Optimization exercise on an open flow, not production practice. RTL: at most simulated, not proved equivalent. Power: default activity.

==> design/flow/design.v <==
module fifo
#(
parameter DATA_WIDTH = 8,
parameter ADDR_WIDTH = 6
)(
input                          rst_n,
input                          clk,
input                          push,
input                          pop,
input      [DATA_WIDTH -1 : 0] data_in,
output reg [DATA_WIDTH -1 : 0] data_out,
output reg                     empty,
output                         full,
output     [DATA_WIDTH -1 : 0] fifo_counter
);
reg [ADDR_WIDTH : 0]    cnt;
reg [7:0]               sel_lo;		 
reg [7:0]               sel_hi;		 
reg [DATA_WIDTH -1 : 0] buf_mem[63:0];
assign full         = cnt[ADDR_WIDTH];
assign fifo_counter = {1'b0, cnt};
wire do_push = push & ~cnt[ADDR_WIDTH];
wire do_pop  = pop & ~empty;
wire inc     = do_push & ~do_pop;
wire dec     = do_pop & ~do_push;
always @(posedge clk or posedge rst_n)
	if (rst_n) begin
		cnt    <= 0;
		empty  <= 1'b1;
		sel_lo <= 8'd1;
		sel_hi <= 8'd1;
	end else begin
		if (inc) begin
			cnt    <= cnt + 1'b1;
			sel_lo <= {sel_lo[6:0], sel_lo[7]};
			if (sel_lo[7]) sel_hi <= {sel_hi[6:0], sel_hi[7]};
		end else if (dec) begin
			cnt    <= cnt - 1'b1;
			sel_lo <= {sel_lo[0], sel_lo[7:1]};
			if (sel_lo[0]) sel_hi <= {sel_hi[0], sel_hi[7:1]};
		end
		empty <= (empty & ~push) | ((cnt == 1) & pop & ~push);
	end
reg [DATA_WIDTH -1 : 0] grp[7:0];
reg [DATA_WIDTH -1 : 0] rd;
integer a, b;
always @* begin
	for (a = 0; a < 8; a = a + 1) begin
		grp[a] = 0;
		for (b = 0; b < 8; b = b + 1)
			grp[a] = grp[a] | ({DATA_WIDTH{sel_lo[b]}} & buf_mem[(8*a + b + 63) % 64]);
	end
	rd = 0;
	for (a = 0; a < 8; a = a + 1)
		rd = rd | ({DATA_WIDTH{sel_hi[a]}} & grp[a]);
end
always @(posedge clk or posedge rst_n)
	if (rst_n)
		data_out <= 0;
	else if (do_pop)
		data_out <= rd;
integer i;
always @(posedge clk)
	if (do_push) begin
		buf_mem[0] <= data_in;
		for (i = 1; i < 64; i = i + 1)
			buf_mem[i] <= buf_mem[i-1];
	end
endmodule
==> design/flow/flow/run.sh <==
#!/bin/bash
# Standard ORFS layout with fast port buffers (buf_4) instead of the
# default choice, and a clock tree without dummy loads.
set -euo pipefail
bash standard.sh "BUFFER_PORTS_ARGS=-buffer_cell sky130_fd_sc_hd__buf_4" \
  "CTS_ARGS=-sink_clustering_enable -repair_clock_nets -sink_clustering_size 15 -sink_clustering_max_diameter 60 -buf_list {sky130_fd_sc_hd__clkbuf_4 sky130_fd_sc_hd__clkbuf_8} -dont_use_dummy_load" \
  finish > standard.log 2>&1
==> design/flow/standard.sh <==
#!/bin/bash
# synth_recipe.tcl (not shown) runs the flow's synth.tcl, then flattens the netlist and writes it again
# the make line also repeats each setting of config.mk as NAME=value (left out here)
make -C /OpenROAD-flow-scripts/flow DESIGN_CONFIG=/design/flow/config.mk WORK_HOME=/design/flow/orfs CLKGATE_MAP_FILE= SYNTH_SCRIPT=/design/flow/synth_recipe.tcl "${@:-finish}"
==> design/flow/config.mk <==
export PLATFORM = sky130hd
export DESIGN_NAME = fifo
export DESIGN_NICKNAME = fifo
export VERILOG_FILES = /design/flow/design.v
export SDC_FILE = /design/flow/constraint.sdc
export NUM_CORES = 4
export LEC_CHECK = 0
export CAP_MARGIN = 20
export CORE_MARGIN = 2
export CORE_UTILIZATION = 65
export CTS_BUF_LIST = sky130_fd_sc_hd__clkbuf_4 sky130_fd_sc_hd__clkbuf_8
export CTS_CLUSTER_DIAMETER = 60
export CTS_CLUSTER_SIZE = 15
export PLACE_DENSITY = 0.75
export SETUP_SLACK_MARGIN = 0.9
export SLEW_MARGIN = 20
==> design/flow/constraint.sdc <==
create_clock -name core_clock -period 2.8 [get_ports {clk}]
set_input_delay 0.5600 -clock core_clock [delete_from_list [all_inputs] [get_ports {clk}]]
set_output_delay 0.5600 -clock core_clock [all_outputs]
set_load 0.01 [all_outputs]
==> results of run 1 <==
## cell usage in the layout, fill, tap and decap left out, types with 13 or more instances in the layout
cell type | netlist | final
clkbuf_8 | 0 | 43
nor2_1 | 22 | 22
dfrtp_1 | 29 | 22
a41oi_1 | 40 | 37
mux2i_1 | 18 | 17
edfxtp_1 | 512 | 512
nand4_1 | 34 | 34
buf_12 | 0 | 13
a22oi_1 | 263 | 259
buf_4 | 2 | 51
a21oi_1 | 18 | 18
## power groups by stage
stage	combinational, mW	clock [mW]	sequential, mW
2_1_floorplan	0.775	0	12.4
3_3_place_gp	1.25	0	12.4
3_5_place_dp	1.29	0	12.4
4_1_cts	1.39	3.73	12.3
5_1_grt	1.54	3.99	12.5
6_report	1.42	3.69	12.3
## sequential cells by signal, summed over array words and instances, names as in the netlist
name	flops
buf_mem	512
cnt	7
sel_lo	8
data_out	8
empty	1
sel_hi	8
## through the flow
stage / cell area, um2 / instances
after floorplan: 20000 / 1073
final: 21600 / 1519
after global routing: 21600 / 1519
after CTS: 21500 / 1513
after detailed placement: 20700 / 1460
after global placement: 20700 / 1460
## cell type report
type | count | share of cell area, %
clock buffers | 43 | 2.73
inverters | 9 | 0.156
repair buffers | 79 | 4.32
multi-input cells | 448 | 15.6
flip-flops and latches | 544 | 74.9
well taps | 396 | 2.29
## what timing repair did
action,in CTS,in global routing
gates cloned,2,0
setup endpoints to repair,375,142
setup buffers,8,6
pin swaps,1,8
resized for setup,8,17
## layer usage
layer  up-vias  share of wire (%)  track usage, %
met4         0                2.9            9.58
li1       4576                  -               -
met2       649                 47            41.5
met3       106                9.5            5.26
met5         -                  0               0
met1      5530                 41            40.0
## cells in the mapped netlist (9+ instances only)
| library cell | instances |
|---|---|
| edfxtp_1 | 512 |
| nor2_1 | 22 |
| buf_6 | 10 |
| nand4_1 | 34 |
| a22oi_1 | 263 |
| a21oi_1 | 18 |
| dfrtp_1 | 29 |
| o21ai_0 | 9 |
| mux2i_1 | 18 |
| buf_2 | 52 |
| a41oi_1 | 40 |
| nand2_1 | 12 |
| inv_1 | 9 |
## worst max-delay path, stage by stage (launching register included)
cell and delay, ns:
dfrtp_4 0.57, buf_4 0.23, a22oi_1 0.20, nand4_1 0.18
a2111oi_4 0.39, a41oi_1 0.17
## how the worst max path moves through the flow
stage,start,end,slack [ns]
2_1_floorplan,push,sel_hi[0]$_DFFE_PP1P_,-6.93
3_3_place_gp,push,buf_mem[40][1]$_DFFE_PP_,0.59
3_5_place_dp,sel_lo[5]$_DFFE_PP0P_,data_out[7]$_DFFE_PP0P_,0.54
4_1_cts,sel_lo[5]$_DFFE_PP0P_,data_out[7]$_DFFE_PP0P_,0.76
5_1_grt,sel_lo[0]$_DFFE_PP1P_,data_out[7]$_DFFE_PP0P_,0.86
6_report,sel_lo[5]$_DFFE_PP0P_,data_out[7]$_DFFE_PP0P_,0.90
## cell families (layout without fill, tap and decap cells)
logic type	after synthesis	after routing
adders and majority gates	4	4
muxes	18	18
and+or+nand+nor	76	76
buffers and inverters	81	131
AOI/OAI and AO/OA	342	342
xor gates and xnor gates	7	7
DFF	544	544
other	1	1
==> results_dict.tcl, run 1 <==
set metrics [dict create \
    status "no timing/DRC/antenna violations" \
    numClockSinks 544 \
    place.gp.congestion 0.780 \
    maxSlewHeadroom_pct 26.5 \
    cts.path.max_buffers 3 \
    die-area_um2 32100 \
    antenna_found_initial 0 \
    r2r-start "sel_lo[5]$_DFFE_PP0P_" \
    root_buffer "clkbuf_8" \
    vdd_drop_max_v 0.000751 \
    start_util_pct 65.5 \
    multiInputGateArea_um2 3390 \
    cts_max_level 2 \
    end_kind "register" \
    synth.distinct_cells 32 \
    drv_cap 0 \
    synth_fa_ha_area_share_pct 0.251 \
    p_leak_nw 6.67 \
    grt_start_max_net_pins 80 \
    start_kind "register" \
    num_io_pins 30 \
    finalSetupViolations 0 \
    finalMaxSlewViolations 0 \
    cts_buffers 43 \
    setup_ws_ns 0.898 \
    synth_compound_area_share_pct 13.1 \
    tightest_slew_ns 1.10 \
    rsz0062_at_grt "yes" \
    fp-row-count 64 \
    die_x_um 179 \
    portBuffers 28 \
    synth.top_cell.area_share_pct 77.1 \
    clkPwrFrac_pct 21.2 \
    drt-total-wl_um 42900 \
    critPathArrivalTime_ns 2.31 \
    combPwrFrac_pct 8.2 \
    synth_top_family_by_area "compound AO/OA/AOI/OAI gates" \
    routedWlPerCell_um 28.2 \
    hold_class "in -> async" \
    period_needed_ns 1.90 \
    dr_total_vias 10900 \
    power.density_nw_per_um2 804 \
    whs_ns 0.115 \
    chipHeight_um 179 \
    rr_worst_depth 5 \
    nets 1141 \
    r2r-end "data_out[7]$_DFFE_PP0P_" \
    netlist_instances 1073 \
    min_period_over_period_pct 67.9 \
    clk_pin_slew_ns 0.10 \
    place_ws_ns 0.543 \
    synth_nets 1089 \
    ant_nets 0 \
    p_switching_mw 4.30 \
    synth.area.mux_share_pct 0.904 \
    avgViaCountPerCell 7.15 \
    required_ns 3.21 \
    drc 0 \
    total_power_mw 17.4 \
    tns_ns 0 \
    drt_iter0_drc 1506 \
    track_usage_pct 27.1 \
    yosysTopAreaCell "edfxtp_1" \
    coreArea_um2 30400 \
    cts_hold_buf 0 \
    synth_xor_area_share_pct 0.308 \
    layout.area.seq_um2 16200 \
    fmax_mhz 526 \
    grt_overflow_total 0 \
    final_layout_size_suffix_gt1_share_pct 13.6 \
    crit_fanout 14 \
    ys_warn_count 3 \
    r2r_setup_slack_ns 0.90 \
    synth_ff_type "edfxtp_1" \
    cts_tree "done" \
    seqPwrFrac_pct 70.6 \
    hold_viol_final 0 \
    ys_seq_elements 544 \
    grt_pass1_wl_um 63900 \
    p_int_mw 13.1 \
    utilization_pct 71.1 \
    netlist_area_um2 19900 \
    nFillCells 1849 \
    synth.area.top_cells "edfxtp_1 (77%), a22oi_1 (9.9%), dfrtp_1 (3.6%)" \
    synth_edf_count 512 \
    grt_pass1_vias 10400 \
    async_flop_share_pct 5.88 \
    skew_ns 0.0542 \
    synth-seq-area-share_pct 81.2 \
    drt-pass1-iter-count 5 \
    sw_frac_of_total_pct 24.7 \
    critPathKind "reg -> reg" \
    syn_area_per_cell_um2 18.6 \
    num_antenna_cells 0 \
    synthSimpleGateAreaFrac_pct 1.95 \
    area_growth_pct 8.58 \
    clk_latency_ns 0.58 \
    hpwl_um 22800 \
]
==> inputs of run 2 (changes only) <==
--- a/design/flow/config.mk
+++ b/design/flow/config.mk
@@ -12,4 +12,5 @@
 export CTS_CLUSTER_DIAMETER = 60
 export CTS_CLUSTER_SIZE = 15
+export GPL_TIMING_DRIVEN = 0
 export PLACE_DENSITY = 0.75
 export SETUP_SLACK_MARGIN = 0.9
==> run 2 against run 1 <==
Net effect:
- still clean
- cell area rose by 9.9%
- via count grew 12%
- synthesized cell count did not move
- non-clock buffer count grew 118
- core utilization increased by 7.1 points
- first-iteration DRC count increased by 39%
==> results_dict.tcl, run 2 <==
set metrics [dict create \
    fp-row-count 64 \
    grt_start_max_net_pins 33 \
    drt_iter0_drc 2090 \
    finalMaxSlewViolations 0 \
    area_growth_pct 19.4 \
    numClockSinks 544 \
    syn_area_per_cell_um2 18.6 \
    start_util_pct 65.5 \
    netlist_instances 1073 \
    dr_total_vias 12200 \
    netlist_area_um2 19900 \
    cts_hold_buf 0 \
    cts_buffers 42 \
    synth.area.top_cells "edfxtp_1 (77%), a22oi_1 (9.9%), dfrtp_1 (3.6%)" \
    layout.cells.non_filler 1636 \
    period_needed_ns 2.07 \
    tightest_slew_ns 0.985 \
    min_period_over_period_pct 74.1 \
    clk_latency_ns 0.58 \
    whs_path_depth 2 \
    layout_commonest_cell "edfxtp_1" \
    status "no timing/DRC/antenna violations" \
    skew_ns 0.0551 \
    nets 1258 \
    cts_tree "done" \
    maxSlewHeadroom_pct 34.3 \
    met1_usage_pct 48.3 \
    synth.distinct_cells 32 \
    p_leak_nw 7.69 \
    fmax_mhz 482 \
    drt-pass1-iter-count 6 \
    grt_pass1_wl_um 76100 \
    num_io_pins 30 \
    hpwl_um 31000 \
    combPwrFrac_pct 15.4 \
    avgViaCountPerCell 7.45 \
    met3_usage_pct 7.68 \
    clkPwrFrac_pct 19.9 \
    antenna_found_initial 0 \
    root_buffer "clkbuf_8" \
    yosysMostFrequentCell "edfxtp_1" \
    p_switching_mw 4.91 \
    tns_ns 0 \
    power.density_nw_per_um2 805 \
    start_kind "register" \
    synth.top_cell.area_share_pct 77.1 \
    track_usage_pct 33.5 \
    utilization_pct 78.2 \
    ys_warn_count 3 \
    die-area_um2 32100 \
    die_x_um 179 \
    async_flop_share_pct 5.88 \
    grt_overflow_total 0 \
    place.gp.congestion 0.842 \
    largest_register_ffs 512 \
    cts_max_level 2 \
    chipHeight_um 179 \
    yosysTopAreaCell "edfxtp_1" \
    drv_cap 0 \
    synth_nets 1089 \
    synth-seq-area-share_pct 81.2 \
    ys_top_cells_by_count "edfxtp_1 (512), a22oi_1 (263), buf_2 (52)" \
    seqPwrFrac_pct 64.8 \
    p_int_mw 14.2 \
    routedWlPerCell_um 33.2 \
    critPathArrivalTime_ns 2.38 \
    final_layout_size_suffix_gt1_share_pct 24.8 \
    crit_fanout 6 \
    num_antenna_cells 0 \
    rr_worst_depth 10 \
    top_register "buf_mem" \
    grt_pass1_vias 11700 \
    ant_nets 0 \
    finalSetupViolations 0 \
    hold_viol_final 0 \
    dp.cells 1518 \
    clk_pin_slew_ns 0.09 \
    required_ns 3.10 \
    ys_seq_elements 544 \
    sw_frac_of_total_pct 25.6 \
    met2_usage_pct 50.4 \
    vdd_drop_max_v 0.000522 \
    synth_edf_count 512 \
    drc 0 \
    cts.path.max_buffers 3 \
    final_cell_mix "edfxtp_1 (512), a22oi_1 (242), buf_4 (83)" \
    critPathKind "reg -> reg" \
    coreArea_um2 30400 \
    hold_class "in -> reg" \
    synth_ff_type "edfxtp_1" \
    end_kind "register" \
    gr-max-usage-layer "met2" \
    rsz0062_at_grt "yes" \
    drt-total-wl_um 54400 \
    portBuffers 28 \
]
-- run 2: cell counts after synthesis --
No cell type changed its count.
-- run 2: path summary, 6_finish.rpt --
path,from,endpoint,slack (ns)
min in group asynchronous,rst_n,cnt[3]$_DFFE_PP0P_,0.10
hold / removal,push,empty$_DFF_PP1_,0.09
setup reg to reg,cnt[6]$_DFFE_PP0P_,buf_mem[13][2]$_DFFE_PP_,0.73
hold reg to reg,buf_mem[37][5]$_DFFE_PP_,buf_mem[38][5]$_DFFE_PP_,0.42
setup / recovery,cnt[6]$_DFFE_PP0P_,buf_mem[13][2]$_DFFE_PP_,0.73
max in group asynchronous,rst_n,cnt[6]$_DFFE_PP0P_,2.11
-- run 2: logic make-up after synthesis --
| family | count (synthesis) | synth area share [%] |
|---|---|---|
| compound gates | 342 | 13.1 |
| xor+xnor | 7 | 0.308 |
| fa+ha+maj | 4 | 0.251 |
| buf+inv | 81 | 2.27 |
| flops | 544 | 81.2 |
| mux | 18 | 0.904 |
| other cells | 1 | 0.0188 |
| simple gates | 76 | 1.95 |
-- run 2: repair_timing --
item | CTS | global route
pin swaps | 8 | 21
buffers inserted | 35 | 12
gates cloned | 19 | 10
gates resized for setup | 70 | 146
endpoints found under the setup margin | 409 | 185
-- run 2: cell type report --
cell class                      instances  area, um2
Tap cell                              396        495
Inverter                                9       38.8
Multi-Input combinational cell        448       3750
Timing Repair Buffer                  125       2100
Buffer                                 72        646
Clock buffer                           42        578
Sequential cell                       544      16200
Fill cell                            1544       6640
-- run 2: worst max-delay path: stages (launching register included) --
cell	delay, ns
dfrtp_2	0.44
nor2b_4	0.16
buf_4	0.13
buf_6	0.09
buf_12	0.10
buf_16	0.10
buf_16	0.11
buf_16	0.11
buf_16	0.12
buf_16	0.14
bufbuf_16	0.27
-- run 2: power by group through the flow --
stage	sequential (mW)	combinational (mW)	clock, mW
2_1_floorplan	12.4	0.775	0
3_3_place_gp	11.9	0.941	0
3_5_place_dp	12.4	1.67	0
4_1_cts	12.3	2.56	3.75
5_1_grt	12.5	3.06	4.03
6_report	12.4	2.94	3.81
-- run 2: metal layers --
layer  up-vias  part of all wire [%]
li1       4824                     -
met1      6163                    37
met2      1030                    46
met3       162                    12
met4         2                   4.3
met5         -                 0.074
-- run 2: metrics by stage --
step | setup slack [ns] | hold WS, ns | instance area (um2) | total power, mW
floorplan | -6.93 | 0.427 | 20000 | 13.2
global placement | -9.68 | 0.430 | 20700 | 12.9
detailed placement | -0.416 | 0.434 | 21200 | 14.1
CTS | 0.778 | 0.0892 | 23000 | 18.6
global route | 0.704 | 0.0928 | 23800 | 19.6
finish | 0.727 | 0.0896 | 23800 | 19.2
==> inputs of run 3 (changes only) <==
--- a/design/flow/config.mk
+++ b/design/flow/config.mk
@@ -8,10 +8,9 @@
 export CAP_MARGIN = 20
 export CORE_MARGIN = 2
-export CORE_UTILIZATION = 65
+export CORE_UTILIZATION = 75
 export CTS_BUF_LIST = sky130_fd_sc_hd__clkbuf_4 sky130_fd_sc_hd__clkbuf_8
 export CTS_CLUSTER_DIAMETER = 60
 export CTS_CLUSTER_SIZE = 15
-export GPL_TIMING_DRIVEN = 0
-export PLACE_DENSITY = 0.75
+export PLACE_DENSITY = 0.85
 export SETUP_SLACK_MARGIN = 0.9
 export SLEW_MARGIN = 20
==> run 3 against run 2 <==
Net effect:
- register-to-register slack about the same
- area after synthesis did not move
- clock skew fell by 0.016 ns
- global-route usage down 2.3 points
- combinational power is 55% lower
- synthesized cell count unchanged
- core utilization is 5.4 points higher
==> results_dict.tcl, run 3 <==
set metrics [dict create \
    fmax_mhz 483 \
    yosysMostFrequentCell "edfxtp_1" \
    nets 1147 \
    drt-pass1-iter-count 6 \
    synth.distinct_cells 32 \
    synth_edf_count 512 \
    antenna_found_initial 1 \
    hold_class "in -> async" \
    synth.area.top_cells "edfxtp_1 (77%), a22oi_1 (9.9%), dfrtp_1 (3.6%)" \
    portBuffers 28 \
    cts_buffers 42 \
    crit_start "empty$_DFF_PP1_" \
    grt_start_max_net_pins 154 \
    ys_warn_count 3 \
    track_usage_pct 31.2 \
    layout_commonest_cell "edfxtp_1" \
    fp-row-count 59 \
    final_layout_size_suffix_gt1_share_pct 17.1 \
    cts.path.max_buffers 3 \
    critPathKind "reg -> reg" \
    p_leak_nw 6.70 \
    tightest_slew_ns 1.13 \
    grt_pass1_vias 11000 \
    crit_fanout 15 \
    min_period_over_period_pct 73.9 \
    async_flop_share_pct 5.88 \
    hpwl_um 24200 \
    met3_usage_pct 6.87 \
    cp.depth 8 \
    drt-total-wl_um 46100 \
    ys_seq_elements 544 \
    vdd_drop_max_v 0.000654 \
    skew_ns 0.0395 \
    netlist_instances 1073 \
    crit_path_cell_trace "nor2b_2 -> inv_1 -> ha_2 -> buf_6 -> nand4_1 -> o2bb2ai_1 -> nand2_1 -> xnor2_1" \
    coreArea_um2 26100 \
    cts_hold_buf 0 \
    rr_worst_depth 8 \
    synth_ff_type "edfxtp_1" \
    whs_ns 0.0692 \
    cp.buffers_inverters 2 \
    largest_register_ffs 512 \
    r2r-end "cnt[6]$_DFFE_PP0P_" \
    period_needed_ns 2.07 \
    chipHeight_um 167 \
    clk_latency_ns 0.59 \
    power.density_nw_per_um2 801 \
    hold_viol_final 0 \
    synth_nets 1089 \
    grt_overflow_total 0 \
    drc 0 \
    root_buffer "clkbuf_8" \
    yosysTopAreaCell "edfxtp_1" \
    grt_pass1_wl_um 65200 \
    r2r-start "empty$_DFF_PP1_" \
    cpLargestDelayFamily "flip-flops" \
    setup_ws_ns 0.731 \
    combPwrFrac_pct 7.6 \
    gr-max-usage-layer "met1" \
    cts_tree "done" \
    required_ns 3.28 \
    ys_top_cells_by_count "edfxtp_1 (512), a22oi_1 (263), buf_2 (52)" \
    routedWlPerCell_um 31.5 \
    slowest_delay_ns 0.57 \
    clk_pin_slew_ns 0.10 \
    die_x_um 167 \
    worst_path_max_delay_cell "dfstp_2" \
    critPathArrivalTime_ns 2.54 \
    nFillCells 1029 \
    met2_usage_pct 46.7 \
    finalMaxSlewViolations 0 \
    place.gp.congestion 0.792 \
    endpoint "cnt[6]$_DFFE_PP0P_" \
    seqPwrFrac_pct 71.2 \
    start_kind "register" \
    sw_frac_of_total_pct 25.4 \
    rsz0062_at_grt "yes" \
    status "no timing/DRC/antenna violations" \
    synth-seq-area-share_pct 81.2 \
    met1_usage_pct 47.2 \
    p_switching_mw 4.43 \
    syn_area_per_cell_um2 18.6 \
    ant_nets 0 \
    drv_cap 0 \
    area_growth_pct 9.34 \
    p_int_mw 13.0 \
    top_register "buf_mem" \
    start_util_pct 76.5 \
    place_ws_ns 0.601 \
    clkPwrFrac_pct 21.2 \
    r2r_setup_slack_ns 0.73 \
    dr_total_vias 11400 \
    finalSetupViolations 0 \
    end_kind "register" \
    num_io_pins 30 \
    netlist_area_um2 19900 \
    final_cell_mix "edfxtp_1 (512), a22oi_1 (239), buf_4 (57)" \
    cts_max_level 2 \
    maxSlewHeadroom_pct 24.4 \
    drt_iter0_drc 2037 \
    synth.top_cell.area_share_pct 77.1 \
    numClockSinks 544 \
    die-area_um2 27900 \
    avgViaCountPerCell 7.77 \
]
==> run 3: kinds of logic after synthesis <==
group | Yosys count | synth area share [%]
AO/OA/AOI/OAI | 342 | 13.1
multiplexers | 18 | 0.904
buffers and inverters | 81 | 2.27
AND/OR/NAND/NOR | 76 | 1.95
adder cells (fa/ha/maj) | 4 | 0.251
flip-flops | 544 | 81.2
other | 1 | 0.0188
XOR/XNOR | 7 | 0.308
==> run 3: routing by layer <==
layer	up-vias	part of all wire, %
met5	-	0
met4	0	4.1
met3	159	14
met2	1133	47
met1	5510	35
li1	4587	-
==> run 3: power groups by stage <==
stage / Combinational (mW) / Clock (mW) / Sequential [mW]
2_1_floorplan: 0.775 / 0 / 12.4
3_3_place_gp: 1.21 / 0 / 12.4
3_5_place_dp: 1.25 / 0 / 12.5
4_1_cts: 1.24 / 3.66 / 12.3
5_1_grt: 1.43 / 3.96 / 12.6
6_report: 1.33 / 3.70 / 12.4
==> run 3: metrics by stage <==
| step | total power [mW] | area, um2 | std cells | utilization (%) | TNS (ns) |
|---|---|---|---|---|---|
| 3_5_place_dp | 13.7 | 20600 | 1394 | 79.0 | 0 |
| 2_1_floorplan | 13.2 | 20000 | 1073 | - | -3154.40 |
| 4_1_cts | 17.2 | 21400 | 1455 | 82.1 | 0 |
| 3_3_place_gp | 13.6 | 20600 | 1394 | 79.0 | 0 |
| 5_1_grt | 18.0 | 21800 | 1464 | 83.6 | 0 |
| 6_report | 17.5 | 21800 | 1465 | 83.6 | 0 |
==> run 3: layout make-up <==
class | count | area [um2] | area share, %
Timing Repair Buffer | 86 | 951 | 4.36
Tap cell | 335 | 419 | 1.92
Sequential cell | 544 | 16200 | 74.4
Inverter | 9 | 33.8 | 0.155
Antenna cell | 1 | 2.50 | 0.0115
Multi-Input combinational cell | 448 | 3600 | 16.5
Clock buffer | 42 | 578 | 2.65
==> run 3: worst min-delay path by stage <==
stage                        startpoint                  endpoint  slack, ns  cells past startpoint
6_report                          rst_n   data_out[0]$_DFFE_PP0P_       0.07                      2
5_1_grt                           rst_n   data_out[3]$_DFFE_PP0P_       0.07                      2
4_1_cts                           rst_n   data_out[0]$_DFFE_PP0P_       0.05                      2
3_5_place_dp   buf_mem[26][7]$_DFFE_PP_  buf_mem[27][7]$_DFFE_PP_       0.43                      0
3_3_place_gp   buf_mem[27][1]$_DFFE_PP_  buf_mem[28][1]$_DFFE_PP_       0.43                      0
2_1_floorplan   buf_mem[9][0]$_DFFE_PP_  buf_mem[10][0]$_DFFE_PP_       0.43                      0
==> run 3: repair_timing <==
| item | 4_1_cts | 5_1_grt |
|---|---|---|
| setup buffers | 19 | 7 |
| gates resized for setup | 15 | 45 |
| setup endpoints to repair | 8 | 217 |
| pin swaps | 5 | 17 |
| gates cloned | 0 | 2 |
==> run 3: worst register-to-register path: stages, from the launching register on <==
cell       delay (ns)
dfstp_2          0.57
nor2b_2          0.06
inv_1            0.06
ha_2             0.25
buf_6            0.21
nand4_1          0.21
o2bb2ai_1        0.34
nand2_1          0.11
xnor2_1          0.14
==> inputs of run 4 (changes only) <==
--- a/design/flow/config.mk
+++ b/design/flow/config.mk
@@ -8,9 +8,9 @@
 export CAP_MARGIN = 20
 export CORE_MARGIN = 2
-export CORE_UTILIZATION = 75
+export CORE_UTILIZATION = 55
 export CTS_BUF_LIST = sky130_fd_sc_hd__clkbuf_4 sky130_fd_sc_hd__clkbuf_8
 export CTS_CLUSTER_DIAMETER = 60
 export CTS_CLUSTER_SIZE = 15
-export PLACE_DENSITY = 0.85
+export PLACE_DENSITY = 0.7
 export SETUP_SLACK_MARGIN = 0.9
 export SLEW_MARGIN = 20
==> run 4 against run 3 <==
Net effect:
- still clean on timing, DRC and antenna
- cell count is 9.0% higher
- count of clock-buffer cells in the layout stayed put
- area after synthesis stayed put
- critical path depth is 2 lower
- register-to-register slack better by 0.11 ns
- power is 0.58% lower
- global-route usage is 8.9 points lower
- sequential share of layout area is 0.96 points lower
- largest power group unchanged
- critical endpoint is now data_out[0]$_DFFE_PP0P_
- via count is 5.6% lower
- first-iteration DRC count is 25% lower
==> results_dict.tcl, run 4 <==
set metrics [dict create \
    grt_pass1_wl_um 64200 \
    area_growth_pct 10.7 \
    num_io_pins 30 \
    gr-max-usage-layer "met2" \
    period_needed_ns 1.96 \
    drt_iter0_drc 1531 \
    num_antenna_cells 0 \
    fp-row-count 69 \
    synth.distinct_cells 32 \
    synth-seq-area-share_pct 81.2 \
    synth.area.top_cells "edfxtp_1 (77%), a22oi_1 (9.9%), dfrtp_1 (3.6%)" \
    chipHeight_um 194 \
    hold_class "in -> async" \
    cpLargestDelayFamily "compound AO/OA/AOI/OAI gates" \
    synth_nets 1089 \
    min_period_over_period_pct 69.8 \
    drt-pass1-iter-count 5 \
    synth_edf_count 512 \
    track_usage_pct 22.3 \
    dp.cells 1521 \
    synth.top_cell.area_share_pct 77.1 \
    cts_hold_buf 0 \
    netlist_instances 1073 \
    root_buffer "clkbuf_8" \
    required_ns 3.25 \
    cts_buffers 42 \
    routedWlPerCell_um 27.2 \
    end_kind "register" \
    met3_usage_pct 3.00 \
    rr_worst_depth 6 \
    numClockSinks 544 \
    crit_start "sel_lo[3]$_DFFE_PP0P_" \
    power.density_nw_per_um2 786 \
    hpwl_um 22100 \
    r2r-start "sel_lo[3]$_DFFE_PP0P_" \
    total_power_mw 17.4 \
    tightest_slew_ns 1.06 \
    r2r-end "data_out[0]$_DFFE_PP0P_" \
    netlist_area_um2 19900 \
    cts_tree "done" \
    antenna_found_initial 0 \
    cp.buffers_inverters 2 \
    p_leak_nw 6.78 \
    clk_pin_slew_ns 0.10 \
    top_register "buf_mem" \
    slowest_delay_ns 0.51 \
    largest_register_ffs 512 \
    skew_ns 0.0332 \
    status "no timing/DRC/antenna violations" \
    critPathArrivalTime_ns 2.40 \
    met1_usage_pct 33.5 \
    placed_cell_area_um2 20700 \
    grt_start_max_net_pins 175 \
    start_kind "register" \
    ys_top_cells_by_count "edfxtp_1 (512), a22oi_1 (263), buf_2 (52)" \
    finalInstanceArea_um2 22100 \
    coreArea_um2 35700 \
    maxSlewHeadroom_pct 29.5 \
    crit_fanout 18 \
    ys_warn_count 3 \
    drc 0 \
    place.gp.congestion 0.787 \
    async_flop_share_pct 5.88 \
    finalSetupViolations 0 \
    yosysMostFrequentCell "edfxtp_1" \
    final_layout_size_suffix_gt1_share_pct 16.8 \
    vdd_drop_max_v 0.000529 \
    synth_ff_type "edfxtp_1" \
    worst_path_max_delay_cell "dfrtp_4" \
    nets 1154 \
    syn_area_per_cell_um2 18.6 \
    crit_path_frequent_cell "a41oi_1" \
    cts.path.max_buffers 3 \
    dr_total_vias 10700 \
    critPathKind "reg -> reg" \
    crit_path_cell_trace "buf_6 -> buf_16 -> a22oi_1 -> a41oi_1 -> a2111oi_4 -> a41oi_1" \
    finalMaxSlewViolations 0 \
    met2_usage_pct 34.2 \
    die_x_um 194 \
    cts_max_level 2 \
    grt_overflow_total 0 \
    drv_cap 0 \
    ys_seq_elements 544 \
    avgViaCountPerCell 6.73 \
    rsz0062_at_grt "yes" \
    fmax_mhz 511 \
    ant_nets 0 \
    whs_ns 0.115 \
    clk_latency_ns 0.59 \
    portBuffers 28 \
    grt_pass1_vias 10500 \
    r2r_setup_slack_ns 0.84 \
    yosysTopAreaCell "edfxtp_1" \
    start_util_pct 55.9 \
    drt-total-wl_um 43500 \
    die-area_um2 37800 \
    hold_viol_final 0 \
    layout.cells.non_filler 1597 \
    layout_commonest_cell "edfxtp_1" \
    tns_ns 0 \
    final_cell_mix "edfxtp_1 (512), a22oi_1 (241), buf_4 (57)" \
]
[run 4: cell counts after synthesis]
No cell type changed its count.
[run 4: worst register-to-register path, delay by kind of cell, from the launching register on]
family / cells / cell delay (ns)
buffers and inverters: 2 / 0.35
AOI/OAI and AO/OA: 4 / 0.95
DFF: 1 / 0.51
[run 4: kinds of logic after synthesis]
group,share of synthesized area (%)
buf+inv,2.27
xor+xnor,0.308
fa+ha+maj,0.251
compound gates,13.1
flops,81.2
mux,0.904
other cells,0.0188
simple gates,1.95
[run 4: what timing repair did]
| item | CTS | global route |
|---|---|---|
| hold endpoints to repair | 0 | 0 |
| resized for setup | 10 | 50 |
| setup buffers | 16 | 10 |
| gates cloned | 2 | 6 |
| pin swaps | 3 | 19 |
| setup endpoints to repair | 160 | 353 |
[run 4: stage by stage]
step | utilization [%] | worst slack (ns)
3_3_place_gp | 58.2 | 0.614
2_1_floorplan | - | -6.93
6_report | 61.9 | 0.845
5_1_grt | 61.9 | 0.831
3_5_place_dp | 58.2 | 0.584
4_1_cts | 60.5 | 0.852
[run 4: how the worst max path moves through the flow]
stage,endpoint,depth (start not counted)
finish,data_out[0]$_DFFE_PP0P_,6
global route,data_out[0]$_DFFE_PP0P_,6
CTS,buf_mem[39][2]$_DFFE_PP_,2
detailed placement,buf_mem[51][2]$_DFFE_PP_,4
global placement,buf_mem[16][6]$_DFFE_PP_,4
floorplan,sel_hi[0]$_DFFE_PP1P_,6
[run 4: metal layers]
metal | share of wire (%) | vias up
met3 | 7.6 | 78
met2 | 48 | 532
li1 | - | 4598
met1 | 42 | 5540
met5 | 0 | -
met4 | 2.6 | 0
[run 4: power breakdown]
part / total [mW] / switching [mW] / internal, mW
registers: 12.3 / 0.990 / 11.3
clock network: 3.72 / 2.37 / 1.35
logic: 1.33 / 0.949 / 0.377
total: 17.4 / 4.31 / 13.0
[run 4: area by class of cell]
type | count | area [um2]
multi-input cells | 448 | 3570
well taps | 461 | 577
repair buffers | 93 | 1110
clock buffers | 42 | 578
flip-flops and latches | 544 | 16200
fillers | 2409 | 13600
inverters | 9 | 33.8
==> inputs of run 5 (changes only) <==
==> design/flow/flow/run.sh (replaced) <==
#!/bin/bash
# Standard ORFS layout with fast port buffers (buf_4) instead of the
# default choice, and a clock tree without dummy loads.
set -euo pipefail
bash standard.sh "BUFFER_PORTS_ARGS=-buffer_cell sky130_fd_sc_hd__buf_4" \
  "CTS_ARGS=-sink_clustering_enable -repair_clock_nets -sink_clustering_size 22 -sink_clustering_max_diameter 80 -buf_list {sky130_fd_sc_hd__clkbuf_8 sky130_fd_sc_hd__clkbuf_16} -dont_use_dummy_load" \
  finish > standard.log 2>&1
--- a/design/flow/config.mk
+++ b/design/flow/config.mk
@@ -8,9 +8,9 @@
 export CAP_MARGIN = 20
 export CORE_MARGIN = 2
-export CORE_UTILIZATION = 55
+export CORE_UTILIZATION = 65
 export CTS_BUF_LIST = sky130_fd_sc_hd__clkbuf_4 sky130_fd_sc_hd__clkbuf_8
 export CTS_CLUSTER_DIAMETER = 60
 export CTS_CLUSTER_SIZE = 15
-export PLACE_DENSITY = 0.7
+export PLACE_DENSITY = 0.75
 export SETUP_SLACK_MARGIN = 0.9
 export SLEW_MARGIN = 20
==> run 5 against run 4 <==
Net effect:
- worst setup slack better by 0.054 ns
- register-to-register slack better by 0.05 ns
- power up 2.5%
- synthesized cell count is the same
- fmax up 2.8%
- count of clock-buffer cells in the layout is 14 lower
- critical path depth shrank 1
- via count decreased by 0.40%
- combinational power barely moved
- clock skew fell by 0.0080 ns
- cell count fell by 5.4%
- area after synthesis stayed put
- critical path type unchanged
- critical endpoint is now data_out[7]$_DFFE_PP0P_
- largest power group unchanged
==> results_dict.tcl, run 5 <==
set metrics [dict create \
    drv_cap 0 \
    r2r_setup_slack_ns 0.90 \
    tns_ns 0 \
    start_kind "register" \
    layout_commonest_cell "edfxtp_1" \
    final_cell_mix "edfxtp_1 (512), a22oi_1 (242), buf_4 (57)" \
    clk_latency_ns 0.58 \
    setup_ws_ns 0.898 \
    total_power_mw 17.8 \
    grt_pass1_vias 10300 \
    root_buffer "clkbuf_16" \
    skew_ns 0.0252 \
    cts_buffers 28 \
    yosysMostFrequentCell "edfxtp_1" \
    place_ws_ns 0.543 \
    dr_total_vias 10700 \
    cts_max_level 1 \
    drt_iter0_drc 1473 \
    synth_edf_count 512 \
    end_kind "register" \
    synth_nets 1089 \
    finalInstanceArea_um2 22000 \
    crit_fanout 22 \
    period_needed_ns 1.90 \
    seqPwrFrac_pct 69.3 \
    num_io_pins 30 \
    finalSetupViolations 0 \
    grt_overflow_total 0 \
    rsz0062_at_grt "yes" \
    clk_pin_slew_ns 0.09 \
    fp-row-count 64 \
    layout.area.seq_um2 16200 \
    ys_seq_elements 544 \
    drc 0 \
    dp.cells 1460 \
    utilization_pct 72.3 \
    coreArea_um2 30400 \
    hpwl_um 22800 \
    clkPwrFrac_pct 23.0 \
    area_growth_pct 10.4 \
    netlist_instances 1073 \
    synth.top_cell.area_share_pct 77.1 \
    power.density_nw_per_um2 809 \
    r2r-start "sel_lo[2]$_DFFE_PP0P_" \
    hold_class "in -> async" \
    die_x_um 179 \
    largest_register_ffs 512 \
    yosysTopAreaCell "edfxtp_1" \
    avgViaCountPerCell 7.08 \
    p_switching_mw 4.31 \
    antenna_found_initial 0 \
    ant_nets 0 \
    cts_tree "done" \
    min_period_over_period_pct 67.9 \
    rr_worst_depth 5 \
    sw_frac_of_total_pct 24.2 \
    start_util_pct 65.5 \
    critPathKind "reg -> reg" \
    place.gp.congestion 0.780 \
    routedWlPerCell_um 28.6 \
    chipHeight_um 179 \
    multiInputGateArea_um2 3580 \
    whs_ns 0.111 \
    ys_warn_count 3 \
    cts.path.max_buffers 3 \
    async_flop_share_pct 5.88 \
    placed_cell_area_um2 20700 \
    drt-pass1-iter-count 5 \
    p_leak_nw 6.77 \
    r2r-end "data_out[7]$_DFFE_PP0P_" \
    combPwrFrac_pct 7.7 \
    critPathArrivalTime_ns 2.34 \
    cts_hold_buf 0 \
    nets 1133 \
    layout.cells.non_filler 1511 \
    portBuffers 28 \
    numClockSinks 544 \
    required_ns 3.24 \
    num_antenna_cells 0 \
    synth.area.top_cells "edfxtp_1 (77%), a22oi_1 (9.9%), dfrtp_1 (3.6%)" \
    synth_ff_type "edfxtp_1" \
    vdd_drop_max_v 0.000790 \
    grt_pass1_wl_um 63600 \
    maxSlewHeadroom_pct 26.2 \
    synth-seq-area-share_pct 81.2 \
    crit_start "sel_lo[2]$_DFFE_PP0P_" \
    finalMaxSlewViolations 0 \
    p_int_mw 13.5 \
    grt_start_max_net_pins 99 \
    netlist_area_um2 19900 \
    tightest_slew_ns 1.11 \
    drt-total-wl_um 43200 \
    fmax_mhz 526 \
    top_register "buf_mem" \
    hold_viol_final 0 \
    track_usage_pct 26.9 \
    synth.distinct_cells 32 \
    status "no timing/DRC/antenna violations" \
    final_layout_size_suffix_gt1_share_pct 15.5 \
    nFillCells 1810 \
    die-area_um2 32100 \
    ys_top_cells_by_count "edfxtp_1 (512), a22oi_1 (263), buf_2 (52)" \
    syn_area_per_cell_um2 18.6 \
]
run 5: worst max path at each step:
stage / slack (ns) / cells past startpoint / end
after floorplan: -6.93 / 6 / sel_hi[0]$_DFFE_PP1P_
after global placement: 0.59 / 4 / buf_mem[40][1]$_DFFE_PP_
after detailed placement: 0.54 / 5 / data_out[7]$_DFFE_PP0P_
after CTS: 0.89 / 5 / data_out[7]$_DFFE_PP0P_
after global routing: 0.84 / 7 / data_out[4]$_DFFE_PP0P_
final: 0.90 / 5 / data_out[7]$_DFFE_PP0P_
run 5: critical path, stage by stage (launching register included):
cell,delay (ns)
dfrtp_2,0.47
buf_4,0.27
a22oi_1,0.29
a41oi_2,0.20
a2111oi_4,0.34
a41oi_2,0.17
run 5: layer usage:
metal  share of wire [%]  global-route usage (%)  vias to the layer above  wire length (um)
li1                    -                       -                     4559                 -
met1                  40                    40.2                     5469             17400
met2                  48                    41.9                      588             20500
met3                 9.1                    4.69                       89              3910
met4                 3.1                    7.59                        0              1340
met5                   0                       0                        -                 0
run 5: cell type report:
type / count / area share (%)
repair buffers: 86 / 4.47
multi-input cells: 448 / 16.3
inverters: 9 / 0.154
flip-flops and latches: 544 / 73.7
clock buffers: 28 / 3.19
well taps: 396 / 2.25
run 5: logic make-up after synthesis:
| logic type | synth area share [%] |
|---|---|
| compound gates | 13.1 |
| fa+ha+maj | 0.251 |
| xor+xnor | 0.308 |
| mux | 0.904 |
| simple gates | 1.95 |
| flops | 81.2 |
| buf+inv | 2.27 |
| other cells | 0.0188 |
run 5: what timing repair did:
action | CTS | global route
endpoints found under the setup margin | 393 | 297
pin swaps | 2 | 18
resized for setup | 12 | 45
gates cloned | 1 | 2
buffers inserted | 12 | 8
run 5: power groups by stage:
stage / clock (mW) / sequential [mW] / combinational [mW]
global placement: 0 / 12.4 / 1.25
detailed placement: 0 / 12.4 / 1.29
CTS: 4.14 / 12.3 / 1.34
finish: 4.10 / 12.3 / 1.36
floorplan: 0 / 12.4 / 0.775
global route: 4.39 / 12.5 / 1.48
==> inputs of run 6 (changes only) <==
==> design/flow/flow/run.sh (replaced) <==
#!/bin/bash
# Standard ORFS layout with fast port buffers (buf_4) instead of the
# default choice, and a clock tree without dummy loads.
set -euo pipefail
bash standard.sh "BUFFER_PORTS_ARGS=-buffer_cell sky130_fd_sc_hd__buf_4" \
  "CTS_ARGS=-sink_clustering_enable -repair_clock_nets -sink_clustering_size 20 -sink_clustering_max_diameter 50 -buf_list {sky130_fd_sc_hd__clkbuf_4 sky130_fd_sc_hd__clkbuf_8} -dont_use_dummy_load" \
  finish > standard.log 2>&1
==> run 6 against run 5 <==
Net effect:
- synthesized cell count is the same
- worst setup slack improved by 0.023 ns
- flip-flop and latch count stayed put
- fmax rose by 1.2%
- highest routed layer unchanged
==> results_dict.tcl, run 6 <==
set metrics [dict create \
    cts_tree "done" \
    clkPwrFrac_pct 20.6 \
    ys_top_cells_by_count "edfxtp_1 (512), a22oi_1 (263), buf_2 (52)" \
    start_kind "register" \
    yosysMostFrequentCell "edfxtp_1" \
    grt_pass1_wl_um 63300 \
    root_buffer "clkbuf_8" \
    yosysTopAreaCell "edfxtp_1" \
    power.density_nw_per_um2 800 \
    p_leak_nw 6.60 \
    place.gp.congestion 0.780 \
    seqPwrFrac_pct 71.5 \
    skew_ns 0.0496 \
    top_register "buf_mem" \
    chipHeight_um 179 \
    avgViaCountPerCell 7.08 \
    hpwl_um 22800 \
    coreArea_um2 30400 \
    fmax_mhz 532 \
    ys_warn_count 3 \
    ant_nets 0 \
    syn_area_per_cell_um2 18.6 \
    synth.top_cell.area_share_pct 77.1 \
    synth_ff_type "edfxtp_1" \
    drt_iter0_drc 1357 \
    total_power_mw 17.2 \
    drc 0 \
    crit_fanout 14 \
    finalMaxSlewViolations 0 \
    cts_max_level 2 \
    routedWlPerCell_um 27.9 \
    finalInstanceArea_um2 21500 \
    cp.buffers_inverters 1 \
    finalSetupViolations 0 \
    drv_cap 0 \
    period_needed_ns 1.88 \
    combPwrFrac_pct 7.8 \
    rsz0062_at_grt "yes" \
    min_period_over_period_pct 67.1 \
    cts_hold_buf 0 \
    placed_cell_area_um2 20700 \
    final_cell_mix "edfxtp_1 (512), a22oi_1 (261), buf_4 (50)" \
    synth.area.top_cells "edfxtp_1 (77%), a22oi_1 (9.9%), dfrtp_1 (3.6%)" \
    cts_buffers 40 \
    synth-seq-area-share_pct 81.2 \
    cts.path.max_buffers 3 \
    hold_class "in -> async" \
    place_ws_ns 0.543 \
    p_int_mw 13.0 \
    synth.distinct_cells 32 \
    clk_pin_slew_ns 0.12 \
    antenna_found_initial 0 \
    synth_edf_count 512 \
    dp.cells 1460 \
    layout.cells.non_filler 1512 \
    nets 1134 \
    p_switching_mw 4.21 \
    layout_commonest_cell "edfxtp_1" \
    critPathKind "reg -> reg" \
    cpLargestDelayFamily "compound AO/OA/AOI/OAI gates" \
    grt_pass1_vias 10300 \
    die-area_um2 32100 \
    area_growth_pct 7.82 \
    worst_path_max_delay_cell "dfrtp_4" \
    maxSlewHeadroom_pct 35.1 \
    drt-total-wl_um 42200 \
    grt_start_max_net_pins 99 \
    largest_register_ffs 512 \
    synth_nets 1089 \
    final_layout_size_suffix_gt1_share_pct 12.9 \
    slowest_delay_ns 0.57 \
    ys_seq_elements 544 \
    end_kind "register" \
    numClockSinks 544 \
    netlist_area_um2 19900 \
    setup_ws_ns 0.921 \
    die_x_um 179 \
    tns_ns 0 \
    num_antenna_cells 0 \
    crit_path_cell_trace "buf_4 -> a22oi_1 -> nand4_1 -> a2111oi_4 -> a41oi_1" \
    tightest_slew_ns 0.973 \
    portBuffers 28 \
    sw_frac_of_total_pct 24.5 \
    start_util_pct 65.5 \
    fp-row-count 64 \
    clk_latency_ns 0.58 \
    drt-pass1-iter-count 5 \
    hold_viol_final 0 \
    vdd_drop_max_v 0.000609 \
    async_flop_share_pct 5.88 \
    num_io_pins 30 \
    dr_total_vias 10700 \
    grt_overflow_total 0 \
    status "no timing/DRC/antenna violations" \
    nFillCells 1855 \
    required_ns 3.23 \
    netlist_instances 1073 \
    track_usage_pct 26.9 \
    critPathArrivalTime_ns 2.31 \
]
[run 6: cell counts after synthesis]
Identical to the previous run, type by type.
[run 6: worst paths after layout]
kind	to	slack [ns]	cells after the start	from
max	data_out[7]$_DFFE_PP0P_	0.92	5	sel_lo[5]$_DFFE_PP0P_
min	data_out[1]$_DFFE_PP0P_	0.1	3	rst_n
max reg2reg	data_out[7]$_DFFE_PP0P_	0.92	5	sel_lo[5]$_DFFE_PP0P_
min reg2reg	buf_mem[55][6]$_DFFE_PP_	0.40	0	buf_mem[54][6]$_DFFE_PP_
max in group asynchronous	sel_lo[7]$_DFFE_PP0P_	2.26	3	rst_n
min in group core_clock	empty$_DFF_PP1_	0.15	2	push
[run 6: kinds of logic (layout without fill, tap and decap cells)]
group / after synthesis / count (layout) / share of synthesized area (%)
AO/OA/AOI/OAI: 342 / 342 / 13.1
XOR/XNOR: 7 / 7 / 0.308
flip-flops: 544 / 544 / 81.2
buffers and inverters: 81 / 124 / 2.27
multiplexers: 18 / 18 / 0.904
AND/OR/NAND/NOR: 76 / 76 / 1.95
other: 1 / 1 / 0.0188
adder cells (fa/ha/maj): 4 / 4 / 0.251
[run 6: power by group through the flow]
| stage | Combinational, mW | Clock, mW | Sequential (mW) |
|---|---|---|---|
| floorplan | 0.775 | 0 | 12.4 |
| global placement | 1.25 | 0 | 12.4 |
| detailed placement | 1.29 | 0 | 12.4 |
| CTS | 1.34 | 3.61 | 12.3 |
| global route | 1.47 | 3.86 | 12.5 |
| finish | 1.35 | 3.55 | 12.3 |
[run 6: stage by stage]
| stage | utilization, % | hold slack [ns] |
|---|---|---|
| 5_1_grt | 70.6 | 0.120 |
| 3_3_place_gp | 67.9 | 0.428 |
| 2_1_floorplan | - | 0.427 |
| 4_1_cts | 70.4 | 0.0878 |
| 6_report | 70.6 | 0.0984 |
| 3_5_place_dp | 67.9 | 0.434 |
[run 6: timing repair]
item                                    CTS  global route
cloned                                    1             0
setup buffers                             9             2
endpoints found under the setup margin  300            98
hold endpoints to repair                  0             0
pin swaps                                 2             6
resized for setup                         7            11
[run 6: worst min-delay path: stages]
cell,delay [ns]
buf_4,0.10
inv_1,0.04
buf_4,0.43
[run 6: layer usage]
| metal | vias to the layer above | global-route usage (%) | share of wire [%] |
|---|---|---|---|
| met4 | 0 | 7.90 | 2.8 |
| li1 | 4561 | - | - |
| met2 | 602 | 41.3 | 47 |
| met5 | - | 0 | 0 |
| met1 | 5439 | 39.5 | 41 |
| met3 | 98 | 5.92 | 9.2 |
[run 6: final cells by class]
| cell class | instances | area [um2] | share of cell area (%) |
|---|---|---|---|
| Tap cell | 396 | 495 | 2.31 |
| Clock buffer | 40 | 551 | 2.56 |
| Inverter | 9 | 33.8 | 0.157 |
| Multi-Input combinational cell | 448 | 3360 | 15.6 |
| Sequential cell | 544 | 16200 | 75.4 |
| Timing Repair Buffer | 75 | 853 | 3.97 |
==> inputs of run 7 (changes only) <==
--- a/design/flow/config.mk
+++ b/design/flow/config.mk
@@ -6,4 +6,5 @@
 export NUM_CORES = 4
 export LEC_CHECK = 0
+export ABC_CLOCK_PERIOD_IN_PS = 1500
 export CAP_MARGIN = 20
 export CORE_MARGIN = 2
==> run 7 against run 6 <==
Net effect:
- still clean
- wire length is the same
- non-clock buffer count is the same
- global-route usage is the same
- cell count is the same
- clock skew is the same
- largest power group unchanged
==> results_dict.tcl, run 7 <==
set metrics [dict create \
    syn_area_per_cell_um2 18.6 \
    cts_max_level 2 \
    chipHeight_um 179 \
    p_leak_nw 6.60 \
    gr-max-usage-layer "met2" \
    cts_buffers 40 \
    synth.top_cell.area_share_pct 77.1 \
    yosysTopAreaCell "edfxtp_1" \
    hpwl_um 22800 \
    synth-seq-area-share_pct 81.2 \
    finalSetupViolations 0 \
    critPathArrivalTime_ns 2.31 \
    die_x_um 179 \
    portBuffers 28 \
    r2r-start "sel_lo[5]$_DFFE_PP0P_" \
    maxSlewHeadroom_pct 35.1 \
    largest_register_ffs 512 \
    finalMaxSlewViolations 0 \
    clk_pin_slew_ns 0.12 \
    synth_nets 1089 \
    layout.cells.non_filler 1512 \
    netlist_area_um2 19900 \
    ys_top_cells_by_count "edfxtp_1 (512), a22oi_1 (263), buf_2 (52)" \
    hold_class "in -> async" \
    fmax_mhz 532 \
    final_cell_mix "edfxtp_1 (512), a22oi_1 (261), buf_4 (50)" \
    nets 1134 \
    crit_start "sel_lo[5]$_DFFE_PP0P_" \
    nFillCells 1855 \
    root_buffer "clkbuf_8" \
    area_growth_pct 7.82 \
    num_io_pins 30 \
    layout_commonest_cell "edfxtp_1" \
    rr_worst_depth 5 \
    place.gp.congestion 0.780 \
    required_ns 3.23 \
    start_kind "register" \
    synth.distinct_cells 32 \
    drc 0 \
    finalInstanceArea_um2 21500 \
    power.density_nw_per_um2 800 \
    final_layout_size_suffix_gt1_share_pct 12.9 \
    end_kind "register" \
    met1_usage_pct 39.5 \
    drt-pass1-iter-count 5 \
    cts_tree "done" \
    grt_pass1_vias 10300 \
    start_util_pct 65.5 \
    skew_ns 0.0496 \
    fp-row-count 64 \
    met3_usage_pct 5.92 \
    routedWlPerCell_um 27.9 \
    antenna_found_initial 0 \
    dp.cells 1460 \
    yosysMostFrequentCell "edfxtp_1" \
    ant_nets 0 \
    dr_total_vias 10700 \
    drt-total-wl_um 42200 \
    grt_overflow_total 0 \
    ys_seq_elements 544 \
    synth_ff_type "edfxtp_1" \
    ys_warn_count 3 \
    r2r_setup_slack_ns 0.92 \
    rsz0062_at_grt "yes" \
    critPathKind "reg -> reg" \
    vdd_drop_max_v 0.000609 \
    avgViaCountPerCell 7.08 \
    clk_latency_ns 0.58 \
    track_usage_pct 26.9 \
    die-area_um2 32100 \
    synth_edf_count 512 \
    top_register "buf_mem" \
    numClockSinks 544 \
    period_needed_ns 1.88 \
    drv_cap 0 \
    crit_fanout 14 \
    cts.path.max_buffers 3 \
    endpoint "data_out[7]$_DFFE_PP0P_" \
    drt_iter0_drc 1357 \
    tightest_slew_ns 0.973 \
    met2_usage_pct 41.3 \
    status "no timing/DRC/antenna violations" \
    placed_cell_area_um2 20700 \
    netlist_instances 1073 \
    grt_start_max_net_pins 99 \
    synth.area.top_cells "edfxtp_1 (77%), a22oi_1 (9.9%), dfrtp_1 (3.6%)" \
    hold_viol_final 0 \
    grt_pass1_wl_um 63300 \
    min_period_over_period_pct 67.1 \
    coreArea_um2 30400 \
    async_flop_share_pct 5.88 \
    r2r-end "data_out[7]$_DFFE_PP0P_" \
    num_antenna_cells 0 \
]
[run 7: cell counts in the layout (fill, tap and decap cells not counted)]
Identical to the previous run, type by type.
[run 7: worst max-delay path, stage by stage (launching register included)]
cell and delay, ns:
dfrtp_4 0.57, buf_4 0.23, a22oi_1 0.20, nand4_1 0.18
a2111oi_4 0.39, a41oi_1 0.17
[run 7: final cells by class]
class	count	area, um2	area share, %
flip-flops and latches	544	16200	75.4
multi-input cells	448	3360	15.6
well taps	396	495	2.31
repair buffers	75	853	3.97
inverters	9	33.8	0.157
clock buffers	40	551	2.56
[run 7: metrics by stage]
| step | setup TNS (ns) | utilization (%) | power (mW) | worst slack, ns | hold WS, ns |
|---|---|---|---|---|---|
| finish | 0 | 70.6 | 17.2 | 0.921 | 0.0984 |
| global route | 0 | 70.6 | 17.8 | 0.861 | 0.120 |
| CTS | 0 | 70.4 | 17.2 | 0.807 | 0.0878 |
| detailed placement | 0 | 67.9 | 13.7 | 0.543 | 0.434 |
| global placement | 0 | 67.9 | 13.6 | 0.591 | 0.428 |
| floorplan | -3154.40 | - | 13.2 | -6.93 | 0.427 |
[run 7: kinds of logic (layout without fill, tap and decap cells)]
family                     count (synthesis)  in the layout  synth area share (%)
and+or+nand+nor                           76             76                  1.95
buffers and inverters                     81            124                  2.27
muxes                                     18             18                 0.904
AOI/OAI and AO/OA                        342            342                  13.1
other                                      1              1                0.0188
DFF                                      544            544                  81.2
xor gates and xnor gates                   7              7                 0.308
adders and majority gates                  4              4                 0.251
[run 7: layer usage]
layer	vias up	wire length [um]
met4	0	1170
met5	-	0
met3	98	3890
li1	4561	-
met1	5439	17200
met2	602	19900
[run 7: worst min-delay path by stage]
stage,depth (start not counted),startpoint,to,slack (ns)
after detailed placement,0,buf_mem[15][7]$_DFFE_PP_,buf_mem[16][7]$_DFFE_PP_,0.43
after floorplan,0,buf_mem[9][0]$_DFFE_PP_,buf_mem[10][0]$_DFFE_PP_,0.43
final,3,rst_n,data_out[1]$_DFFE_PP0P_,0.1
after global routing,3,rst_n,data_out[1]$_DFFE_PP0P_,0.12
after CTS,3,rst_n,data_out[1]$_DFFE_PP0P_,0.09
after global placement,0,buf_mem[40][0]$_DFFE_PP_,buf_mem[41][0]$_DFFE_PP_,0.43
[run 7: power breakdown]
group	switching, mW	internal (mW)	total, mW	leakage [nW]
logic	0.971	0.378	1.35	1.04
registers	0.986	11.3	12.3	5.28
clock network	2.26	1.29	3.55	0.288
total	4.21	13.0	17.2	6.60
[run 7: repair_timing]
item | 4_1_cts | 5_1_grt
setup endpoints to repair | 300 | 98
setup buffers | 9 | 2
resized for setup | 7 | 11
pin swaps | 2 | 6
cloned | 1 | 0
hold buffers | 0 | 0
==> inputs of run 8 (changes only) <==
--- a/design/flow/config.mk
+++ b/design/flow/config.mk
@@ -6,5 +6,5 @@
 export NUM_CORES = 4
 export LEC_CHECK = 0
-export ABC_CLOCK_PERIOD_IN_PS = 1500
+export ABC_CLOCK_PERIOD_IN_PS = 3500
 export CAP_MARGIN = 20
 export CORE_MARGIN = 2
==> run 8 against run 7 <==
Net effect:
- still clean on timing, DRC and antenna
- global-route usage unchanged
- non-clock buffer count unchanged
- flip-flop and latch count unchanged
- fmax unchanged
- power unchanged
- combinational power about the same
- worst setup slack unchanged
- critical path depth unchanged
- worst hold slack unchanged
- wire length unchanged
- critical path type unchanged
- largest cell class unchanged
==> results_dict.tcl, run 8 <==
set metrics [dict create \
    cts_tree "done" \
    track_usage_pct 26.9 \
    p_leak_nw 6.60 \
    total_power_mw 17.2 \
    grt_pass1_vias 10300 \
    synth_nets 1089 \
    rsz0062_at_grt "yes" \
    layout_commonest_cell "edfxtp_1" \
    clk_latency_ns 0.58 \
    area_growth_pct 7.82 \
    hold_viol_final 0 \
    synth_edf_count 512 \
    ys_warn_count 3 \
    maxSlewHeadroom_pct 35.1 \
    syn_area_per_cell_um2 18.6 \
    cts.path.max_buffers 3 \
    netlist_area_um2 19900 \
    finalSetupViolations 0 \
    end_kind "register" \
    grt_pass1_wl_um 63300 \
    avgViaCountPerCell 7.08 \
    finalMaxSlewViolations 0 \
    start_util_pct 65.5 \
    slowest_delay_ns 0.57 \
    ant_nets 0 \
    drt_iter0_drc 1357 \
    drt-pass1-iter-count 5 \
    place.gp.congestion 0.780 \
    vdd_drop_max_v 0.000609 \
    worst_path_max_delay_cell "dfrtp_4" \
    utilization_pct 70.6 \
    die_x_um 179 \
    synth-seq-area-share_pct 81.2 \
    portBuffers 28 \
    synth.area.top_cells "edfxtp_1 (77%), a22oi_1 (9.9%), dfrtp_1 (3.6%)" \
    numClockSinks 544 \
    clk_pin_slew_ns 0.12 \
    period_needed_ns 1.88 \
    yosysMostFrequentCell "edfxtp_1" \
    root_buffer "clkbuf_8" \
    yosysTopAreaCell "edfxtp_1" \
    ys_top_cells_by_count "edfxtp_1 (512), a22oi_1 (263), buf_2 (52)" \
    synth.distinct_cells 32 \
    final_cell_mix "edfxtp_1 (512), a22oi_1 (261), buf_4 (50)" \
    largest_register_ffs 512 \
    routedWlPerCell_um 27.9 \
    cts_buffers 40 \
    coreArea_um2 30400 \
    synth_ff_type "edfxtp_1" \
    fp-row-count 64 \
    antenna_found_initial 0 \
    drv_cap 0 \
    whs_ns 0.0984 \
    critPathArrivalTime_ns 2.31 \
    drt-total-wl_um 42200 \
    netlist_instances 1073 \
    tns_ns 0 \
    synth.top_cell.area_share_pct 77.1 \
    hpwl_um 22800 \
    num_io_pins 30 \
    drc 0 \
    placed_cell_area_um2 20700 \
    power.density_nw_per_um2 800 \
    dp.cells 1460 \
    min_period_over_period_pct 67.1 \
    place_ws_ns 0.543 \
    finalInstanceArea_um2 21500 \
    skew_ns 0.0496 \
    crit_fanout 14 \
    async_flop_share_pct 5.88 \
    start_kind "register" \
    grt_overflow_total 0 \
    die-area_um2 32100 \
    critPathKind "reg -> reg" \
    chipHeight_um 179 \
    tightest_slew_ns 0.973 \
    ys_seq_elements 544 \
    crit_path_cell_trace "buf_4 -> a22oi_1 -> nand4_1 -> a2111oi_4 -> a41oi_1" \
    hold_class "in -> async" \
    r2r_setup_slack_ns 0.92 \
    layout.cells.non_filler 1512 \
    final_layout_size_suffix_gt1_share_pct 12.9 \
    fmax_mhz 532 \
    nets 1134 \
    dr_total_vias 10700 \
    grt_start_max_net_pins 99 \
    status "no timing/DRC/antenna violations" \
    num_antenna_cells 0 \
    top_register "buf_mem" \
    required_ns 3.23 \
    cts_max_level 2 \
    setup_ws_ns 0.921 \
]
[run 8: path summary, 6_finish.rpt]
check                                          from                       end  cells after the start
max                           sel_lo[5]$_DFFE_PP0P_   data_out[7]$_DFFE_PP0P_                      5
min                                           rst_n   data_out[1]$_DFFE_PP0P_                      3
max reg2reg                   sel_lo[5]$_DFFE_PP0P_   data_out[7]$_DFFE_PP0P_                      5
min reg2reg                buf_mem[54][6]$_DFFE_PP_  buf_mem[55][6]$_DFFE_PP_                      0
max in group asynchronous                     rst_n     sel_lo[7]$_DFFE_PP0P_                      3
min in group core_clock                        push           empty$_DFF_PP1_                      2
[run 8: logic make-up (layout without fill, tap and decap cells)]
logic type | Yosys count | after routing | synth area share, %
flip-flops | 544 | 544 | 81.2
AO/OA/AOI/OAI | 342 | 342 | 13.1
buffers and inverters | 81 | 124 | 2.27
AND/OR/NAND/NOR | 76 | 76 | 1.95
multiplexers | 18 | 18 | 0.904
XOR/XNOR | 7 | 7 | 0.308
adder cells (fa/ha/maj) | 4 | 4 | 0.251
other | 1 | 1 | 0.0188
[run 8: per-layer routing]
layer	vias to the layer above	global-route usage (%)	part of all wire (%)
li1	4561	-	-
met1	5439	39.5	41
met2	602	41.3	47
met3	98	5.92	9.2
met4	0	7.90	2.8
met5	-	0	0
[run 8: what timing repair did]
item / CTS / global route
cloned: 1 / 0
endpoints found under the setup margin: 300 / 98
hold buffers: 0 / 0
endpoints found under the hold margin: 0 / 0
pin swaps: 2 / 6
gates resized for setup: 7 / 11
setup buffers: 9 / 2
[run 8: worst max-delay path, delay by kind of cell (launching register included)]
| kind | cells | cell delay, ns |
|---|---|---|
| compound gates | 3 | 0.76 |
| buf+inv | 1 | 0.23 |
| flops | 1 | 0.57 |
| simple gates | 1 | 0.18 |
[run 8: area by class of cell]
type | instances | area [um2]
Clock buffer | 40 | 551
Inverter | 9 | 33.8
Multi-Input combinational cell | 448 | 3360
Sequential cell | 544 | 16200
Fill cell | 1855 | 8940
Timing Repair Buffer | 75 | 853
Tap cell | 396 | 495
[run 8: power by group]
group          internal [mW]  total [mW]  leakage, nW  switching, mW
combinational          0.378        1.35         1.04          0.971
sequential              11.3        12.3         5.28          0.986
clock                   1.29        3.55        0.288           2.26
total                   13.0        17.2         6.60           4.21
==> inputs of run 9 (changes only) <==
--- a/design/flow/config.mk
+++ b/design/flow/config.mk
@@ -6,5 +6,5 @@
 export NUM_CORES = 4
 export LEC_CHECK = 0
-export ABC_CLOCK_PERIOD_IN_PS = 3500
+export ABC_CLOCK_PERIOD_IN_PS = 2800
 export CAP_MARGIN = 20
 export CORE_MARGIN = 2
==> run 9 against run 8 <==
Net effect:
- still clean on timing, DRC and antenna
- sequential power about the same
- flip-flop and latch count did not move
- clock skew stayed put
- area after synthesis stayed put
==> results_dict.tcl, run 9 <==
set metrics [dict create \
    status "no timing/DRC/antenna violations" \
    coreArea_um2 30400 \
    yosysMostFrequentCell "edfxtp_1" \
    grt_start_max_net_pins 99 \
    cts_max_level 2 \
    critPathArrivalTime_ns 2.31 \
    r2r_setup_slack_ns 0.92 \
    largest_register_ffs 512 \
    drt-pass1-iter-count 5 \
    drt_iter0_drc 1357 \
    tightest_slew_ns 0.973 \
    start_util_pct 65.5 \
    ys_warn_count 3 \
    track_usage_pct 26.9 \
    p_int_mw 13.0 \
    hold_class "in -> async" \
    drv_cap 0 \
    finalMaxSlewViolations 0 \
    area_growth_pct 7.82 \
    crit_path_cell_trace "buf_4 -> a22oi_1 -> nand4_1 -> a2111oi_4 -> a41oi_1" \
    fp-row-count 64 \
    nFillCells 1855 \
    numClockSinks 544 \
    whs_ns 0.0984 \
    cts_tree "done" \
    synth_nets 1089 \
    required_ns 3.23 \
    r2r-end "data_out[7]$_DFFE_PP0P_" \
    hold_viol_final 0 \
    skew_ns 0.0496 \
    cts_hold_buf 0 \
    synth.top_cell.area_share_pct 77.1 \
    synth-seq-area-share_pct 81.2 \
    num_io_pins 30 \
    dp.cells 1460 \
    power.density_nw_per_um2 800 \
    min_period_over_period_pct 67.1 \
    clk_pin_slew_ns 0.12 \
    ys_top_cells_by_count "edfxtp_1 (512), a22oi_1 (263), buf_2 (52)" \
    final_layout_size_suffix_gt1_share_pct 12.9 \
    ys_seq_elements 544 \
    crit_fanout 14 \
    vdd_drop_max_v 0.000609 \
    cts.path.max_buffers 3 \
    clkPwrFrac_pct 20.6 \
    nets 1134 \
    sw_frac_of_total_pct 24.5 \
    r2r-start "sel_lo[5]$_DFFE_PP0P_" \
    finalInstanceArea_um2 21500 \
    synth_edf_count 512 \
    p_switching_mw 4.21 \
    dr_total_vias 10700 \
    drt-total-wl_um 42200 \
    netlist_instances 1073 \
    chipHeight_um 179 \
    routedWlPerCell_um 27.9 \
    placed_cell_area_um2 20700 \
    start_kind "register" \
    final_cell_mix "edfxtp_1 (512), a22oi_1 (261), buf_4 (50)" \
    async_flop_share_pct 5.88 \
    antenna_found_initial 0 \
    layout_commonest_cell "edfxtp_1" \
    finalSetupViolations 0 \
    num_antenna_cells 0 \
    die_x_um 179 \
    cts_buffers 40 \
    synth.distinct_cells 32 \
    syn_area_per_cell_um2 18.6 \
    period_needed_ns 1.88 \
    total_power_mw 17.2 \
    seqPwrFrac_pct 71.5 \
    netlist_area_um2 19900 \
    combPwrFrac_pct 7.8 \
    p_leak_nw 6.60 \
    hpwl_um 22800 \
    rsz0062_at_grt "yes" \
    tns_ns 0 \
    slowest_delay_ns 0.57 \
    portBuffers 28 \
    grt_overflow_total 0 \
    top_register "buf_mem" \
    yosysTopAreaCell "edfxtp_1" \
    layout.cells.non_filler 1512 \
    avgViaCountPerCell 7.08 \
    end_kind "register" \
    maxSlewHeadroom_pct 35.1 \
    rr_worst_depth 5 \
    root_buffer "clkbuf_8" \
    ant_nets 0 \
    place.gp.congestion 0.780 \
    clk_latency_ns 0.58 \
    die-area_um2 32100 \
    grt_pass1_wl_um 63300 \
    critPathKind "reg -> reg" \
    synth_ff_type "edfxtp_1" \
    worst_path_max_delay_cell "dfrtp_4" \
    fmax_mhz 532 \
    grt_pass1_vias 10300 \
    drc 0 \
    synth.area.top_cells "edfxtp_1 (77%), a22oi_1 (9.9%), dfrtp_1 (3.6%)" \
]
run 9: cell counts after synthesis:
Identical to the previous run, type by type.
run 9: cells by family after synthesis:
family | share of synthesized area, %
flip-flops | 81.2
AO/OA/AOI/OAI | 13.1
buffers and inverters | 2.27
AND/OR/NAND/NOR | 1.95
multiplexers | 0.904
XOR/XNOR | 0.308
adder cells (fa/ha/maj) | 0.251
other | 0.0188
run 9: power by group through the flow:
stage | Combinational, mW | Clock, mW | Sequential [mW]
floorplan | 0.775 | 0 | 12.4
global placement | 1.25 | 0 | 12.4
detailed placement | 1.29 | 0 | 12.4
CTS | 1.34 | 3.61 | 12.3
global route | 1.47 | 3.86 | 12.5
finish | 1.35 | 3.55 | 12.3
run 9: repair_timing:
action	CTS	global route
pin swaps	2	6
endpoints found under the hold margin	0	0
endpoints found under the setup margin	300	98
cloned	1	0
setup buffers	9	2
gates resized for setup	7	11
run 9: stage by stage:
stage	utilization, %	setup slack (ns)
3_5_place_dp	67.9	0.543
3_3_place_gp	67.9	0.591
2_1_floorplan	-	-6.93
5_1_grt	70.6	0.861
6_report	70.6	0.921
4_1_cts	70.4	0.807
run 9: cell type report:
type	count	area, um2	area share, %
repair buffers	75	853	3.97
clock buffers	40	551	2.56
multi-input cells	448	3360	15.6
flip-flops and latches	544	16200	75.4
inverters	9	33.8	0.157
well taps	396	495	2.31
run 9: per-layer routing:
metal	vias up	wire [um]	GRT usage, %
li1	4561	-	-
met1	5439	17200	39.5
met2	602	19900	41.3
met3	98	3890	5.92
met4	0	1170	7.90
met5	-	0	0
run 9: worst max path at each step:
stage	cells after the start	slack, ns	startpoint	endpoint
after floorplan	6	-6.93	push	sel_hi[0]$_DFFE_PP1P_
after global placement	4	0.59	push	buf_mem[40][1]$_DFFE_PP_
after detailed placement	5	0.54	sel_lo[5]$_DFFE_PP0P_	data_out[7]$_DFFE_PP0P_
after CTS	5	0.81	sel_lo[7]$_DFFE_PP0P_	data_out[7]$_DFFE_PP0P_
after global routing	5	0.86	sel_lo[0]$_DFFE_PP1P_	data_out[7]$_DFFE_PP0P_
final	5	0.92	sel_lo[5]$_DFFE_PP0P_	data_out[7]$_DFFE_PP0P_
run 9: critical path: cells and delay by family (launching register included):
family	cells	cell delay, ns
AO/OA/AOI/OAI	3	0.76
flip-flops	1	0.57
buffers and inverters	1	0.23
AND/OR/NAND/NOR	1	0.18
